Context: an optimization exercise on an open-source flow, tuned for small area, a short achievable clock period and few clock cycles. The choices shown serve that exercise and are no tape-out recipe. Only simulation tests tie the RTL to the original design; equivalence was not proved. Power and IR drop assume default switching activity.

==> indigo: inputs <==
Design kianv_core, start of the top module:
module kianv_core (
    input  wire        clk,
    input  wire        resetn,
    output wire        mem_valid,
    input  wire        mem_ready,
    output wire [ 3:0] mem_wstrb,
    output wire [31:0] mem_addr,
    output wire [31:0] mem_wdata,
    input  wire [31:0] mem_rdata
);
  reg s_d, s_e, s_fw, s_fwd, s_fwn, s_fwm, s_mq;
  reg        bv;   
  reg [31:2] ma;   
  reg [ 3:0] ws;   
  reg [ 1:0] a_lo;   
  reg [31:2] ir;   
  reg [31:2] pc;   
  reg [31:2] tgt;   
  reg        alt;   
  reg        cin;   
  reg r_add, r_sll, r_slt, r_sltu, r_xor, r_sr, r_or, r_and;   
  reg r_imm, r_tgt, r_link;   
  reg c_wr;   
  reg c_br, c_bwd, c_jal, c_jalr, c_mem, c_store, c_ld;
  reg br_eq, br_lt, br_ltu, br_inv;   
  reg [4:0] rd;
  reg [2:0] f3;
  reg [31:0] ra;   
  reg [31:0] obx;   
  reg [31:0] rb;   
  reg  [31:0] x       [1:31];
  wire        rf_we;
  wire [31:0] rf_wd;
  genvar gi;
  generate
    for (gi = 1; gi < 32; gi = gi + 1) begin : g_rf
      always @(posedge clk) if (rf_we && rd == gi) x[gi] <= rf_wd;
    end
  endgenerate
  wire [ 4:0] rs1 = ir[19:15];
  wire [ 4:0] rs2 = ir[24:20];
  wire [31:0] rs1v = (rs1 == 5'd0) ? 32'd0 : x[rs1];
  wire [31:0] rs2v = (rs2 == 5'd0) ? 32'd0 : x[rs2];
  wire [31:0] i = {ir, 2'b11};
  wire [ 4:0] opc = i[6:2];
  wire d_lui = opc == 5'b01101;
  wire d_auipc = opc == 5'b00101;
  wire d_jal = opc == 5'b11011;
  wire d_jalr = opc == 5'b11001;
  wire d_br = opc == 5'b11000;
  wire d_load = opc == 5'b00000;
  wire d_store = opc == 5'b01000;
  wire d_opimm = opc == 5'b00100;
  wire d_op = opc == 5'b01100;
  wire d_alu = d_op | d_opimm;
  wire [2:0] d_f3 = i[14:12];
  wire d_rdnz = i[11:7] != 5'd0;
  wire d_sll = d_alu & (d_f3 == 3'b001);
  wire d_bwd = d_br & i[31];
  wire d_sub = d_br | (d_alu & (d_f3 == 3'b010 || d_f3 == 3'b011)) | (d_op & i[30] & d_f3 == 3'b000);
  wire [31:0] d_imm = d_lui ? {i[31:12], 12'd0} :
                      d_store ? {{21{i[31]}}, i[30:25], i[11:7]} : {{21{i[31]}}, i[30:20]};
  wire [31:2] d_pimm = d_jal ? {{12{i[31]}}, i[19:12], i[20], i[30:22]} :
                       d_br ? {{20{i[31]}}, i[7], i[30:25], i[11:9]} : {i[31:12], 10'd0};
  wire [31:2] d_tgt = pc + d_pimm;
  wire [31:0] d_ob = (d_op | d_br) ? rs2v : d_imm;
  reg  [31:0] rs1v_rev;
  integer k;
  ...
==> flow/config.mk <==
export PLATFORM = sky130hd
export DESIGN_NAME = kianv_core
export DESIGN_NICKNAME = kianv_core
export VERILOG_FILES = /design/flow/design.v
export SDC_FILE = /design/flow/constraint.sdc
export NUM_CORES = 4
export LEC_CHECK = 0
export CAP_MARGIN = 20
export CELL_PAD_IN_SITES_DETAIL_PLACEMENT = 1
export CELL_PAD_IN_SITES_GLOBAL_PLACEMENT = 2
export CORE_MARGIN = 2
export CORE_UTILIZATION = 50
export CTS_CLUSTER_DIAMETER = 100
export CTS_CLUSTER_SIZE = 20
export PLACE_DENSITY = 0.62
export SLEW_MARGIN = 20
==> flow/constraint.sdc <==
create_clock -name core_clock -period 12.0 [get_ports {clk}]
set_input_delay 2.4000 -clock core_clock [delete_from_list [all_inputs] [get_ports {clk}]]
set_output_delay 2.4000 -clock core_clock [all_outputs]
set_load 0.01 [all_outputs]
standard.sh (not shown) runs the stock make flow with config.mk's settings and CLKGATE_MAP_FILE= SYNTH_SCRIPT=/design/flow/synth_recipe.tcl, a recipe that flattens the netlist after the stock synthesis.
==> flow/flow/run.sh <==
#!/bin/bash
set -euo pipefail
W=$(pwd)
cp config.mk config_own.mk
cat >> config_own.mk <<'EOC'
export SETUP_SLACK_MARGIN = 7.5
export BUFFER_PORTS_ARGS = -buffer_cell sky130_fd_sc_hd__buf_2
EOC
sed "s#DESIGN_CONFIG=[^ ]*#DESIGN_CONFIG=$W/config_own.mk#" standard.sh > standard_own.sh
grep -q "config_own.mk" standard_own.sh
bash standard_own.sh synth > synth.log 2>&1
bash standard_own.sh > layout.log 2>&1
==> inputs of lagoon, as changes to indigo <==
--- a/flow/design.v
+++ b/flow/design.v
@@ -24,27 +24,29 @@
   reg c_br, c_bwd, c_jal, c_jalr, c_mem, c_store, c_ld;
   reg br_eq, br_lt, br_ltu, br_inv;   
   reg [4:0] rd;
   reg [2:0] f3;
   reg [31:0] ra;   
   reg [31:0] obx;   
   reg [31:0] rb;   
+  reg [31:0] wd;   
   reg  [31:0] x       [1:31];
-  wire        rf_we;
-  wire [31:0] rf_wd;
+  reg         wb_we;   
+  reg  [ 4:0] wb_rd;
+  reg  [31:0] wb;
   genvar gi;
   generate
     for (gi = 1; gi < 32; gi = gi + 1) begin : g_rf
-      always @(posedge clk) if (rf_we && rd == gi) x[gi] <= rf_wd;
+      always @(posedge clk) if (wb_we && wb_rd == gi) x[gi] <= wb;
     end
   endgenerate
   wire [ 4:0] rs1 = ir[19:15];
   wire [ 4:0] rs2 = ir[24:20];
-  wire [31:0] rs1v = (rs1 == 5'd0) ? 32'd0 : x[rs1];
-  wire [31:0] rs2v = (rs2 == 5'd0) ? 32'd0 : x[rs2];
+  wire [31:0] rs1v = (wb_we && wb_rd == rs1) ? wb : (rs1 == 5'd0) ? 32'd0 : x[rs1];
+  wire [31:0] rs2v = (wb_we && wb_rd == rs2) ? wb : (rs2 == 5'd0) ? 32'd0 : x[rs2];
   wire [31:0] i = {ir, 2'b11};
   wire [ 4:0] opc = i[6:2];
   wire d_lui = opc == 5'b01101;
   wire d_auipc = opc == 5'b00101;
   wire d_jal = opc == 5'b11011;
   wire d_jalr = opc == 5'b11001;
   wire d_br = opc == 5'b11000;
@@ -64,20 +66,24 @@
                        d_br ? {{20{i[31]}}, i[7], i[30:25], i[11:9]} : {i[31:12], 10'd0};
   wire [31:2] d_tgt = pc + d_pimm;
   wire [31:0] d_ob = (d_op | d_br) ? rs2v : d_imm;
   reg  [31:0] rs1v_rev;
   integer k;
   always @(*) for (k = 0; k < 32; k = k + 1) rs1v_rev[k] = rs1v[31-k];
   always @(posedge clk) begin
+    ra  <= d_sll ? rs1v_rev : rs1v;
+    obx <= d_sub ? ~d_ob : d_ob;
+    cin <= d_sub;
+    tgt <= d_tgt;
+  end
+  wire [31:0] d_wd = ~d_store ? rs2v : d_f3[1] ? rs2v : d_f3[0] ? {2{rs2v[15:0]}} : {4{rs2v[7:0]}};
+  always @(posedge clk) wd <= s_d ? d_wd : c_store ? rb : 32'd0;
+  always @(posedge clk) begin
     if (s_d) begin
-      ra      <= d_sll ? rs1v_rev : rs1v;
-      obx     <= d_sub ? ~d_ob : d_ob;
-      rb      <= ~d_store ? rs2v : d_f3[1] ? rs2v : d_f3[0] ? {2{rs2v[15:0]}} : {4{rs2v[7:0]}};
-      tgt     <= d_tgt;
-      cin     <= d_sub;
+      rb      <= d_wd;
       c_store <= d_store;
       c_ld    <= d_rdnz & d_load;
       rd      <= i[11:7];
       f3      <= d_f3;
     end
   end
   always @(posedge clk) begin
@@ -100,18 +106,45 @@
     c_jalr <= d_jalr;
     c_mem  <= d_load | d_store;
     br_eq  <= ~d_f3[2];
     br_lt  <= d_f3[2] & ~d_f3[1];
     br_ltu <= d_f3[2] & d_f3[1];
     br_inv <= d_f3[0];
   end
-  wire [32:0] sum = {1'b0, ra} + {1'b0, obx} + {32'd0, cin};
-  wire ltu = ~sum[32];
-  wire lt = (ra[31] ^ ~obx[31]) ? ra[31] : sum[31];
-  wire eq = ra == rb;
+  wire [31:0] sum = ra + obx + {31'd0, cin};
+  wire [31:0] cb = ~obx;
+  wire [31*6-1:0] lt_t, eq_t;
+  genvar gm, gn;
+  generate
+    for (gn = 0; gn < 31; gn = gn + 1) begin : g_cmp0
+      assign lt_t[gn] = ~ra[gn] & cb[gn];
+      assign eq_t[gn] = ~(ra[gn] ^ cb[gn]);
+    end
+    for (gm = 1; gm < 6; gm = gm + 1) begin : g_cmpl
+      for (gn = 0; gn < 31; gn = gn + 1) begin : g_cmpb
+        if ((gn % (1 << gm)) == 0 && gn + (1 << (gm - 1)) < 31) begin : g_pair
+          assign lt_t[31*gm+gn] = lt_t[31*(gm-1)+gn+(1<<(gm-1))] |
+                                  (eq_t[31*(gm-1)+gn+(1<<(gm-1))] & lt_t[31*(gm-1)+gn]);
+          assign eq_t[31*gm+gn] = eq_t[31*(gm-1)+gn+(1<<(gm-1))] & eq_t[31*(gm-1)+gn];
+        end else if ((gn % (1 << gm)) == 0) begin : g_pass
+          assign lt_t[31*gm+gn] = lt_t[31*(gm-1)+gn];
+          assign eq_t[31*gm+gn] = eq_t[31*(gm-1)+gn];
+        end else begin : g_unused
+          assign lt_t[31*gm+gn] = 1'b0;
+          assign eq_t[31*gm+gn] = 1'b0;
+        end
+      end
+    end
+  endgenerate
+  wire lt_lo = lt_t[31*5];   
+  wire eq_lo = eq_t[31*5];
+  wire eq_hi = ~(ra[31] ^ cb[31]);
+  wire ltu = (~ra[31] & cb[31]) | (eq_hi & lt_lo);
+  wire lt = (ra[31] & ~cb[31]) | (eq_hi & lt_lo);
+  wire eq = eq_hi & eq_lo;
   wire [63:0] sh_ext = {{32{alt & r_sr & ra[31]}}, ra};
   wire [63:0] sh_out = sh_ext >> obx[4:0];
   wire [31:0] sr = sh_out[31:0];
   reg  [31:0] sr_rev;
   always @(*) for (k = 0; k < 32; k = k + 1) sr_rev[k] = sr[31-k];
   wire [31:2] pc4 = pc + 30'd1;
   wire [31:0] result = ({32{r_add}} & sum[31:0]) |
@@ -129,16 +162,19 @@
   wire bnt = c_br & c_bwd & ~cond;   
   wire [3:0] strb = f3[1] ? 4'b1111 : f3[0] ? (sum[1] ? 4'b1100 : 4'b0011) : (4'b0001 << sum[1:0]);
   wire [15:0] ld_h = a_lo[1] ? mem_rdata[31:16] : mem_rdata[15:0];
   wire [ 7:0] ld_b = a_lo[0] ? ld_h[15:8] : ld_h[7:0];
   wire [31:0] ld_val = f3[1] ? mem_rdata :
                        f3[0] ? {{16{~f3[2] & ld_h[15]}}, ld_h} :
                                {{24{~f3[2] & ld_b[7]}}, ld_b};
-  assign rf_we = (s_e & c_wr) | (s_mq & mem_ready & c_ld);
-  assign rf_wd = s_mq ? ld_val : result;
+  always @(posedge clk) begin
+    wb_we <= (s_e & c_wr) | (s_mq & mem_ready & c_ld);
+    wb_rd <= rd;
+    wb    <= s_mq ? ld_val : result;
+  end
   wire jmp_rdata = mem_rdata[6:4] == 3'b110 && (mem_rdata[2] || (mem_rdata[3] == 1'b0 && mem_rdata[31]));
   wire jmp_ir = ir[6:4] == 3'b110 && (ir[2] || (ir[3] == 1'b0 && ir[31]));
   wire e_seq = ~c_jal & ~c_jalr & ~c_mem & ~(c_br & c_bwd) & ~ftaken;
   wire to_d_resp = mem_ready & (s_fw | (s_e & e_seq));
   wire to_d_ir = mem_ready & s_mq;
   wire to_mq = mem_ready & ((s_e & c_mem) | s_fwm);
   wire to_tgt = mem_ready & ((s_e & ftaken) | s_fwd);
@@ -201,9 +237,9 @@
       pc <= ma;
     end
     if (to_mq) a_lo <= sum[1:0];
   end
   assign mem_valid = bv;
   assign mem_addr  = {ma, 2'b00};
   assign mem_wstrb = ws;
-  assign mem_wdata = rb;
+  assign mem_wdata = wd;
 endmodule
==> flow/flow/run.sh (replaced) <==
#!/bin/bash
set -euo pipefail
W=$(pwd)
cp config.mk config_own.mk
cat >> config_own.mk <<'EOC'
export SETUP_SLACK_MARGIN = 8.5
export BUFFER_PORTS_ARGS = -buffer_cell sky130_fd_sc_hd__buf_2
EOC
sed "s#DESIGN_CONFIG=[^ ]*#DESIGN_CONFIG=$W/config_own.mk#" standard.sh > standard_own.sh
grep -q "config_own.mk" standard_own.sh
bash standard_own.sh synth > synth.log 2>&1
bash standard_own.sh > layout.log 2>&1
==> inputs of violet, as changes to indigo <==
==> flow/design.v (replaced) <==
module kianv_core (
    input  wire        clk,
    input  wire        resetn,
    output wire        mem_valid,
    input  wire        mem_ready,
    output wire [ 3:0] mem_wstrb,
    output wire [31:0] mem_addr,
    output wire [31:0] mem_wdata,
    input  wire [31:0] mem_rdata
);
  reg s_d, s_e, s_fw, s_fwd, s_fwm, s_mq;
  reg        bv;   
  reg [31:2] ma;   
  reg [ 3:0] ws;   
  reg [ 1:0] a_lo;   
  reg [31:2] ir;   
  reg [31:2] pc;   
  reg [31:2] tgt;   
  reg        alt;   
  reg        cin;   
  reg r_add, r_sll, r_slt, r_sltu, r_xor, r_sr, r_or, r_and;   
  reg r_imm, r_tgt, r_link;   
  reg c_wr;   
  reg c_br, c_jal, c_jalr, c_mem, c_store, c_ld;
  reg br_eq, br_lt, br_ltu, br_inv;   
  reg [4:0] rd;
  reg [2:0] f3;
  reg [31:0] ra;   
  reg [31:0] obx;   
  reg [31:0] rb;   
  reg  [31:0] x       [1:31];
  wire        rf_we;
  wire [31:0] rf_wd;
  genvar gi;
  generate
    for (gi = 1; gi < 32; gi = gi + 1) begin : g_rf
      always @(posedge clk) if (rf_we && rd == gi) x[gi] <= rf_wd;
    end
  endgenerate
  wire [ 4:0] rs1 = ir[19:15];
  wire [ 4:0] rs2 = ir[24:20];
  wire [31:0] rs1v = (rs1 == 5'd0) ? 32'd0 : x[rs1];
  wire [31:0] rs2v = (rs2 == 5'd0) ? 32'd0 : x[rs2];
  wire [31:0] i = {ir, 2'b11};
  wire [ 4:0] opc = i[6:2];
  wire d_lui = opc == 5'b01101;
  wire d_auipc = opc == 5'b00101;
  wire d_jal = opc == 5'b11011;
  wire d_jalr = opc == 5'b11001;
  wire d_br = opc == 5'b11000;
  wire d_load = opc == 5'b00000;
  wire d_store = opc == 5'b01000;
  wire d_opimm = opc == 5'b00100;
  wire d_op = opc == 5'b01100;
  wire d_alu = d_op | d_opimm;
  wire [2:0] d_f3 = i[14:12];
  wire d_rdnz = i[11:7] != 5'd0;
  wire d_sll = d_alu & (d_f3 == 3'b001);
  wire d_sub = d_br | (d_alu & (d_f3 == 3'b010 || d_f3 == 3'b011)) | (d_op & i[30] & d_f3 == 3'b000);
  wire [31:0] d_imm = d_lui ? {i[31:12], 12'd0} :
                      d_store ? {{21{i[31]}}, i[30:25], i[11:7]} : {{21{i[31]}}, i[30:20]};
  wire [31:2] d_pimm = d_jal ? {{12{i[31]}}, i[19:12], i[20], i[30:22]} :
                       d_br ? {{20{i[31]}}, i[7], i[30:25], i[11:9]} : {i[31:12], 10'd0};
  wire [31:2] d_tgt = pc + d_pimm;
  wire [31:0] d_ob = (d_op | d_br) ? rs2v : d_imm;
  reg  [31:0] rs1v_rev;
  integer k;
  always @(*) for (k = 0; k < 32; k = k + 1) rs1v_rev[k] = rs1v[31-k];
  always @(posedge clk) begin
    if (s_d) begin
      ra      <= d_sll ? rs1v_rev : rs1v;
      obx     <= d_sub ? ~d_ob : d_ob;
      rb      <= ~d_store ? rs2v : d_f3[1] ? rs2v : d_f3[0] ? {2{rs2v[15:0]}} : {4{rs2v[7:0]}};
      tgt     <= d_tgt;
      alt     <= i[30];
      cin     <= d_sub;
      r_add   <= d_alu & (d_f3 == 3'b000);
      r_sll   <= d_sll;
      r_slt   <= d_alu & (d_f3 == 3'b010);
      r_sltu  <= d_alu & (d_f3 == 3'b011);
      r_xor   <= d_alu & (d_f3 == 3'b100);
      r_sr    <= d_alu & (d_f3 == 3'b101);
      r_or    <= d_alu & (d_f3 == 3'b110);
      r_and   <= d_alu & (d_f3 == 3'b111);
      r_imm   <= d_lui;
      r_tgt   <= d_auipc;
      r_link  <= d_jal | d_jalr;
      c_wr    <= d_rdnz & (d_alu | d_lui | d_auipc | d_jal | d_jalr);
      c_br    <= d_br;
      c_jal   <= d_jal;
      c_jalr  <= d_jalr;
      c_mem   <= d_load | d_store;
      c_store <= d_store;
      c_ld    <= d_rdnz & d_load;
      br_eq   <= ~d_f3[2];
      br_lt   <= d_f3[2] & ~d_f3[1];
      br_ltu  <= d_f3[2] & d_f3[1];
      br_inv  <= d_f3[0];
      rd      <= i[11:7];
      f3      <= d_f3;
    end
  end
  wire [32:0] sum = {1'b0, ra} + {1'b0, obx} + {32'd0, cin};
  wire ltu = ~sum[32];
  wire lt = (ra[31] ^ ~obx[31]) ? ra[31] : sum[31];
  wire eq = ra == rb;
  wire [63:0] sh_ext = {{32{alt & r_sr & ra[31]}}, ra};
  wire [63:0] sh_out = sh_ext >> obx[4:0];
  wire [31:0] sr = sh_out[31:0];
  reg  [31:0] sr_rev;
  always @(*) for (k = 0; k < 32; k = k + 1) sr_rev[k] = sr[31-k];
  wire [31:2] pc4 = pc + 30'd1;
  wire [31:0] result = ({32{r_add}} & sum[31:0]) |
                       ({32{r_sll}} & sr_rev) |
                       {31'd0, (r_slt & lt) | (r_sltu & ltu)} |
                       ({32{r_xor}} & (ra ^ obx)) |
                       ({32{r_sr}} & sr) |
                       ({32{r_or}} & (ra | obx)) |
                       ({32{r_and}} & (ra & obx)) |
                       ({32{r_imm}} & obx) |
                       ({32{r_tgt}} & {tgt, 2'b00}) |
                       ({32{r_link}} & {pc4, 2'b00});
  wire cond = ((br_eq & eq) | (br_lt & lt) | (br_ltu & ltu)) ^ br_inv;
  wire taken = c_br & cond;
  wire [3:0] strb = f3[1] ? 4'b1111 : f3[0] ? (sum[1] ? 4'b1100 : 4'b0011) : (4'b0001 << sum[1:0]);
  wire [15:0] ld_h = a_lo[1] ? mem_rdata[31:16] : mem_rdata[15:0];
  wire [ 7:0] ld_b = a_lo[0] ? ld_h[15:8] : ld_h[7:0];
  wire [31:0] ld_val = f3[1] ? mem_rdata :
                       f3[0] ? {{16{~f3[2] & ld_h[15]}}, ld_h} :
                               {{24{~f3[2] & ld_b[7]}}, ld_b};
  assign rf_we = (s_e & c_wr) | (s_mq & mem_ready & c_ld);
  assign rf_wd = s_mq ? ld_val : result;
  wire jmp_rdata = mem_rdata[6:4] == 3'b110 && mem_rdata[2];
  wire jmp_ir = ir[6:4] == 3'b110 && ir[2];
  wire e_seq = ~c_jal & ~c_jalr & ~c_mem & ~taken;
  wire to_d_resp = mem_ready & (s_fw | (s_e & e_seq));
  wire to_d_ir = mem_ready & s_mq;
  wire to_mq = mem_ready & ((s_e & c_mem) | s_fwm);
  wire to_tgt = mem_ready & ((s_e & taken) | s_fwd);
  reg [31:2] ma_n;
  reg        bv_n;
  always @(*) begin
    ma_n = ma;
    bv_n = bv;
    if (s_d & d_jal) begin
      ma_n = d_tgt;
      bv_n = 1'b1;
    end else if ((s_e & c_jalr) | to_mq) begin
      ma_n = sum[31:2];
      bv_n = 1'b1;
    end else if (mem_ready & s_mq) begin
      ma_n = pc4;
      bv_n = ~jmp_ir;
    end else if (mem_ready & s_fwd) begin
      ma_n = tgt;
      bv_n = 1'b1;
    end else if (mem_ready & (s_fw | s_e)) begin
      ma_n = ma + 30'd1;
      bv_n = ~jmp_rdata;
    end
  end
  wire br_redirect = s_e & mem_ready & taken;
  always @(posedge clk) begin
    if (!resetn) begin
      s_d   <= 1'b0;
      s_e   <= 1'b0;
      s_fw  <= 1'b1;
      s_fwd <= 1'b0;
      s_fwm <= 1'b0;
      s_mq  <= 1'b0;
      bv    <= 1'b1;
      ma    <= 30'd0;
      ws    <= 4'd0;
    end else begin
      s_d   <= to_d_resp | to_d_ir;
      s_e   <= s_d;
      s_fw  <= (s_fw & ~mem_ready) | (s_e & (c_jal | c_jalr | (e_seq & ~mem_ready))) | to_tgt;
      s_fwd <= (s_fwd & ~mem_ready) | (s_e & taken & ~mem_ready);
      s_fwm <= (s_fwm & ~mem_ready) | (s_e & c_mem & ~mem_ready);
      s_mq  <= (s_mq & ~mem_ready) | to_mq;
      ma    <= br_redirect ? tgt : ma_n;
      bv    <= br_redirect | bv_n;
      if (to_mq & c_store) ws <= strb;
      else if (mem_ready) ws <= 4'd0;
    end
  end
  always @(posedge clk) begin
    if (mem_ready & ~s_mq) begin
      ir <= mem_rdata[31:2];
      pc <= ma;
    end
    if (to_mq) a_lo <= sum[1:0];
  end
  assign mem_valid = bv;
  assign mem_addr  = {ma, 2'b00};
  assign mem_wstrb = ws;
  assign mem_wdata = rb;
endmodule
==> flow/flow/run.sh (replaced) <==
#!/bin/bash
set -euo pipefail
W=$(pwd)
cp config.mk config_own.mk
echo "export SETUP_SLACK_MARGIN = 7.5" >> config_own.mk
sed "s#DESIGN_CONFIG=[^ ]*#DESIGN_CONFIG=$W/config_own.mk#" standard.sh > standard_own.sh
grep -q "config_own.mk" standard_own.sh
bash standard_own.sh synth > synth.log 2>&1
bash standard_own.sh > layout.log 2>&1
--- a/flow/config.mk
+++ b/flow/config.mk
@@ -5,12 +5,12 @@
 export SDC_FILE = /design/flow/constraint.sdc
 export NUM_CORES = 4
 export LEC_CHECK = 0
 export CAP_MARGIN = 20
 export CELL_PAD_IN_SITES_DETAIL_PLACEMENT = 1
 export CELL_PAD_IN_SITES_GLOBAL_PLACEMENT = 2
 export CORE_MARGIN = 2
-export CORE_UTILIZATION = 50
+export CORE_UTILIZATION = 40
 export CTS_CLUSTER_DIAMETER = 100
 export CTS_CLUSTER_SIZE = 20
-export PLACE_DENSITY = 0.62
+export PLACE_DENSITY = 0.55
 export SLEW_MARGIN = 20
==> run summary <==
- Flip-flop and latch count, highest first: lagoon, indigo, violet.
- Global-route usage: violet < indigo < lagoon.
- Wire length: indigo is smaller than violet (about 9%).
- Clock skew: violet is lower than indigo (0.0014 ns).
- Of violet and lagoon, lagoon has the higher first-iteration DRC count (gap about 30%, measured against lagoon).
- Register-to-register slack, lowest first: indigo, violet, lagoon.
- The lowest combinational power belongs to indigo, the highest to lagoon.
- Between lagoon and indigo, the lower die area is in indigo (gap about 3.7%, measured against indigo).
Testbench counts of indigo, summed over its fixed seeds: cycles 82,429.
Testbench counts of lagoon, summed over its fixed seeds: cycles 82,429.
Testbench counts of violet, summed over its fixed seeds: cycles 83,311.

[re-timing with driven ports]
How much do the figures lean on ideal ports? The routed layouts below were timed once more, with nothing changed but the port constraints. Step 1 assumes that a clkbuf_16 drives the clock port and a buf_2 every other input. Step 2 times the ports against the registers' clock, not the clock port: input delays grow and output delays shrink by t, the midpoint of the rising clock arrivals with the driver on. Three values: ideal ports, drivers, drivers and shift; two values: the first two.
| run | shift t [ns] | setup slack, ns | worst setup path after step 2 | clock arrival spread, ns | worst slew at a driven data input, ns |
|---|---|---|---|---|---|
| indigo | 0.792 | 7.201 / 7.201 / 6.701 | input to register | 0.038 / 0.038 | 0.06 |
| lagoon | 0.824 | 8.218 / 8.194 / 7.694 | input to register | 0.061 / 0.061 | 0.07 |
| violet | 0.812 | 7.337 / 7.337 / 6.711 | input to register | 0.036 / 0.035 | 0.12 |
After both steps every run listed still meets setup and hold. The setup slack of violet, which loses most, moves by 0.000 ns with the drivers and by -0.626 ns with both steps.
